Background: an optimization exercise with open tools, aiming at small area. Do not read the settings as production practice.
The RTL was checked by simulation tests, not by an equivalence proof against the original design.
Power is estimated from default activity; no workload was simulated.

// flappy_core
module flappy_core(
	input  wire        clk,
	input  wire        rst,
	input  wire        tick,
	input  wire        fly,
	input  wire        start,
	input  wire        ret,
	input  wire        rnd_btn,
	input  wire [7:0]  back_data,
	input  wire [7:0]  bird_data1,
	input  wire [7:0]  bird_data2,
	input  wire [7:0]  bird_data3,
	input  wire [7:0]  downtube_data1,
	input  wire [7:0]  downtube_data2,
	input  wire [7:0]  downtube_data3,
	input  wire [7:0]  uptube_data1,
	input  wire [7:0]  uptube_data2,
	input  wire [7:0]  uptube_data3,
	input  wire [7:0]  strip_data,
	input  wire [7:0]  num_data1,
	input  wire [7:0]  num_data2,
	input  wire [7:0]  num_data3,
	input  wire [7:0]  startback_data,
	input  wire [7:0]  retback_data,
	output wire        hsync,
	output wire        vsync,
	output wire [2:0]  red,
	output wire [2:0]  green,
	output wire [1:0]  blue,
	output wire [14:0] back_add,
	output wire [9:0]  bird_add,
	output wire [12:0] downtube_add1,
	output wire [12:0] downtube_add2,
	output wire [12:0] downtube_add3,
	output wire [12:0] uptube_add1,
	output wire [12:0] uptube_add2,
	output wire [12:0] uptube_add3,
	output wire [8:0]  strip_add,
	output wire [10:0] num_add1,
	output wire [10:0] num_add2,
	output wire [10:0] num_add3,
	output wire [10:0] startback_add,
	output wire [10:0] retback_add,
	output wire [1:0]  game_state,
	output wire [9:0]  bird_y,
	output wire [12:0] tube_x1,
	output wire [12:0] tube_x2,
	output wire [12:0] tube_x3,
	output wire [9:0]  tube_top1,
	output wire [9:0]  tube_top2,
	output wire [9:0]  tube_top3,
	output wire [3:0]  score_d0,
	output wire [3:0]  score_d1,
	output wire [3:0]  score_d2,
	output wire [3:0]  high_score_d0,
	output wire [3:0]  high_score_d1,
	output wire [3:0]  high_score_d2
);
Size: ~2000 cells after synthesis, about 420 I/O pins.
==> module objects, before the edit <==
module objects(
	input  wire        clk,
	input  wire        rst,
	input  wire        clk10ms,
	input  wire [8:0]  num,
	input  wire        fly,
	input  wire        start,
	input  wire        ret,
	output reg  [10:0] nax, nbx, ncx,
	output reg  [8:0]  at, bt, ct,
	output reg  [9:0]  bird,
	output reg         plusone,
	output reg         clr,
	output reg  [1:0]  state
);
	function [15:0] radd(input [15:0] a, input [15:0] b, input cin);
		integer i;
		reg c;
		begin
			c = cin;
			for (i = 0; i < 16; i = i + 1) begin
				radd[i] = a[i] ^ b[i] ^ c;
				c = (a[i] & b[i]) | (c & (a[i] ^ b[i]));
			end
		end
	endfunction
	function ltc(input [15:0] a, input [15:0] k);
		integer i;
		reg r;
		begin
			r = 1'b0;
			for (i = 0; i < 16; i = i + 1)
				r = k[i] ? (~a[i] | r) : (~a[i] & r);
			ltc = r;
		end
	endfunction
	function hit(input [10:0] ntx, input [8:0] tt, input [9:0] b);
		reg [15:0] d;
		begin
			d = radd({6'd0, b}, ~{7'd0, tt}, 1'b1);
			hit = !ltc(ntx, 1765) && ltc(ntx, 1897) &&
			      (d[10] || ltc(d[9:0], 25) || !ltc(d[9:0], 100));
		end
	endfunction
	reg [12:0] speed;
	reg tf, sf, rf;
	wire go1 = start & ~sf & (state == 2'd0);
	wire go0 = ret & ~rf & (state == 2'd2);
	wire init = rst | ((state == 2'd0) & ~go1);
	wire step = ~rst & (state == 2'd1) & clk10ms & ~tf;
	wire az = &nax, bz = &nbx, cz = &ncx;
	wire [15:0] ainc = radd({5'd0, nax}, 16'd0, step);
	wire [15:0] binc = radd({5'd0, nbx}, 16'd0, step);
	wire [15:0] cinc = radd({5'd0, ncx}, 16'd0, step);
	wire [15:0] sinc = radd({3'd0, speed}, 16'd0, step);
	wire [15:0] bnew = radd({6'd0, bird}, {6'd0, speed[12:3] & {10{step}}}, 1'b0);
	always @(posedge clk) begin
		if (init) begin
			speed <= 13'd0;
			nax <= ~11'd740; nbx <= ~11'd1010; ncx <= ~11'd1280;
			at <= 9'd220; bt <= 9'd330; ct <= 9'd210;
			bird <= 10'd250;
			plusone <= 1'b0;
		end else begin
			speed <= (step & fly) ? -13'd15 : sinc[12:0];
			nax <= (step & az) ? (ncx[1] ? ~11'd810 : ~11'd812) : ainc[10:0];
			nbx <= (step & bz) ? (nax[0] ? ~11'd812 : ~11'd811) : binc[10:0];
			ncx <= (step & cz) ? ~11'd812 : cinc[10:0];
			if (step & az) at <= num;
			if (step & bz) bt <= num;
			if (step & cz) ct <= num;
			bird <= bnew[9:0];
			plusone <= step && ((nax == ~11'd201) || (nbx == ~11'd201) || (ncx == ~11'd201));
		end
	end
	always @(posedge clk) begin
		if (rst) begin
			state <= 2'd0;
			tf <= 1'b0; sf <= 1'b0; rf <= 1'b0;
			clr <= 1'b0;
		end else begin
			tf <= clk10ms; sf <= start; rf <= ret;
			if (go1)
				state <= 2'd1;
			else if (go0)
				state <= 2'd0;
			else if (state == 2'd0)
				clr <= 1'b1;
			else begin
				clr <= 1'b0;
				if (step && (hit(nax, at, bird) || hit(nbx, bt, bird) || hit(ncx, ct, bird) || !ltc(bird, 451)))
					state <= 2'd2;
			end
		end
	end
endmodule
==> module scorecnt, before the edit <==
module scorecnt(
	input  wire       clk,
	input  wire       rst,
	input  wire       plusone,
	input  wire       reset,
	output reg  [3:0] s0, s1, s2,
	output reg  [3:0] h0, h1, h2
);
	function ltu(input [11:0] a, input [11:0] b);
		integer i;
		reg r;
		begin
			r = 1'b0;
			for (i = 0; i < 12; i = i + 1)
				r = (~a[i] & b[i]) | (~(a[i] ^ b[i]) & r);
			ltu = r;
		end
	endfunction
	function [3:0] inc4(input [3:0] d);
		inc4 = {d[3] ^ (d[2] & d[1] & d[0]), d[2] ^ (d[1] & d[0]), d[1] ^ d[0], ~d[0]};
	endfunction
	wire inc = plusone;
	wire wrap = (s2 == 4'd10) && (s1 == 4'd2) && (s0 == 4'd3);
	wire c0 = (s0 == 4'd9);
	wire c1 = (s1 == 4'd9);
	always @(posedge clk) begin
		if (rst) begin
			{s2, s1, s0} <= 12'd0;
			{h2, h1, h0} <= 12'd0;
		end else begin
			if (reset || (inc && wrap))
				{s2, s1, s0} <= 12'd0;
			else begin
				if (inc) begin
					s0 <= c0 ? 4'd0 : inc4(s0);
					if (c0) begin
						s1 <= c1 ? 4'd0 : inc4(s1);
						if (c1)
							s2 <= inc4(s2);
					end
				end
			end
			if (!reset && ltu({h2, h1, h0}, {s2, s1, s0}))
				{h2, h1, h0} <= {s2, s1, s0};
		end
	end
endmodule
export LEC_CHECK = 0
export CAP_MARGIN = 20
export CORE_MARGIN = 2
export CORE_UTILIZATION = 60
export SLEW_MARGIN = 20
create_clock -name core_clock -period 14.0 [get_ports {clk}]
standard.sh (not shown) runs the stock make flow with config.mk's settings and CLKGATE_MAP_FILE= SYNTH_SCRIPT=/design/flow/synth_recipe.tcl, a recipe that flattens the netlist after the stock synthesis.
==> flow/flow/run.sh <==
#!/bin/bash
# The standard layout (standard.sh), with these changes:
#  - after synthesis, the netlist is reworked and then laid out:
#    flow/polar.py re-chooses the polarity of the full adders and rebuilds half
#    adders with inverted inputs from plain gates (fewer inverters);
#    flow/remap.sh maps the remaining plain logic again with ABC's area mapper
#    (adders, flip-flops and their names untouched);
#    flow/debuf.py drops buffers that only copy a net to an output port;
#    flow/eq.sh then proves the result equivalent to the synthesized netlist,
#    register by register; if any step fails, the synthesized netlist is used;
#  - the port buffers use the smallest buffer cell;
#  - clock tree synthesis uses clkbuf_8 and no dummy loads.
set -euo pipefail
export BUFFER_PORTS_ARGS="-buffer_cell sky130_fd_sc_hd__buf_1"
export CTS_ARGS="-sink_clustering_enable -repair_clock_nets -buf_list sky130_fd_sc_hd__clkbuf_8 -dont_use_dummy_load"
bash standard.sh synth > synth.log 2>&1
R=orfs/results/${FLOW_PLATFORM:-sky130hd}/flappy_core/base
cp "$R/1_2_yosys.v" net0_synth.v
if python3 flow/polar.py net0_synth.v net1_polar.v > rework.log 2>&1 &&
   bash flow/remap.sh net1_polar.v net2_remap.v >> rework.log 2>&1 &&
   python3 flow/debuf.py net2_remap.v net3_debuf.v >> rework.log 2>&1 &&
   bash flow/eq.sh net0_synth.v net3_debuf.v; then
  echo "rework: netlist replaced" >> rework.log
  cp net3_debuf.v "$R/1_2_yosys.v"
  rm -f "$R/1_synth.odb" "$R/1_synth.sdc"
else
  echo "rework: kept the synthesized netlist" >> rework.log
fi
bash standard.sh > standard_flow.log 2>&1
Other scripts of this flow, unchanged in this note and not shown: flow/flow/area.abc, flow/flow/debuf.py, flow/flow/dontuse.txt, flow/flow/eq.sh, flow/flow/polar.py, flow/flow/remap.sh
Edit:
--- a/flow/design.v
+++ b/flow/design.v
@@ -548,7 +548,8 @@
 			if (step & bz) bt <= num;
 			if (step & cz) ct <= num;
 			bird <= bnew[9:0];
-			plusone <= step && ((nax == ~11'd201) || (nbx == ~11'd201) || (ncx == ~11'd201));
+			if (step)
+				plusone <= (nax == ~11'd201) || (nbx == ~11'd201) || (ncx == ~11'd201);
 		end
 	end
 	always @(posedge clk) begin
@@ -594,15 +595,18 @@
 	function [3:0] inc4(input [3:0] d);
 		inc4 = {d[3] ^ (d[2] & d[1] & d[0]), d[2] ^ (d[1] & d[0]), d[1] ^ d[0], ~d[0]};
 	endfunction
-	wire inc = plusone;
+	reg fp;
+	wire inc = plusone & ~fp;
 	wire wrap = (s2 == 4'd10) && (s1 == 4'd2) && (s0 == 4'd3);
 	wire c0 = (s0 == 4'd9);
 	wire c1 = (s1 == 4'd9);
 	always @(posedge clk) begin
 		if (rst) begin
+			fp <= 1'b0;
 			{s2, s1, s0} <= 12'd0;
 			{h2, h1, h0} <= 12'd0;
 		end else begin
+			fp <= plusone;
 			if (reset || (inc && wrap))
 				{s2, s1, s0} <= 12'd0;
 			else begin
After rerunning: Total power goes up by 3.7%. Critical path depth does not change. Cell area hardly moves. Clock-buffer cell count stays the same. Via count goes up by 1.6%. Core utilization hardly moves. First-iteration DRC count goes up by 24%. Setup slack degrades by 24 ps. Sequential power came out higher by about 1%. Synthesized area is about the same. Register-to-register slack degrades by 240 ps. Die area is about the same.

port drivers added, routing unchanged:
Ports are ideal in the flow. The routed layouts listed here were re-timed in OpenROAD. Step 1, drivers: a clkbuf_16 drives clk and a buf_2 each remaining input, both assumed. Step 2 moves the port delays by t, midway between the first and last clock arrival at a register: inputs arrive t later, outputs are due t later. That takes back most of the time a late clock gives input paths. a / b / c = no drivers / after step 1 / after step 2; a / b = the first two.
| run | shift t [ns] | setup slack, ns | latest minus earliest clock arrival (ns) | slew at the worst register clock pin (ns) |
|---|---|---|---|---|
| the first run | 0.504 | 1.722 / 1.676 / 2.180 | 0.039 / 0.040 | 0.10 / 0.10 |
| the second run | 0.504 | 1.698 / 1.649 / 2.153 | 0.044 / 0.044 | 0.11 / 0.11 |
After both steps setup and hold are still met in every run listed.
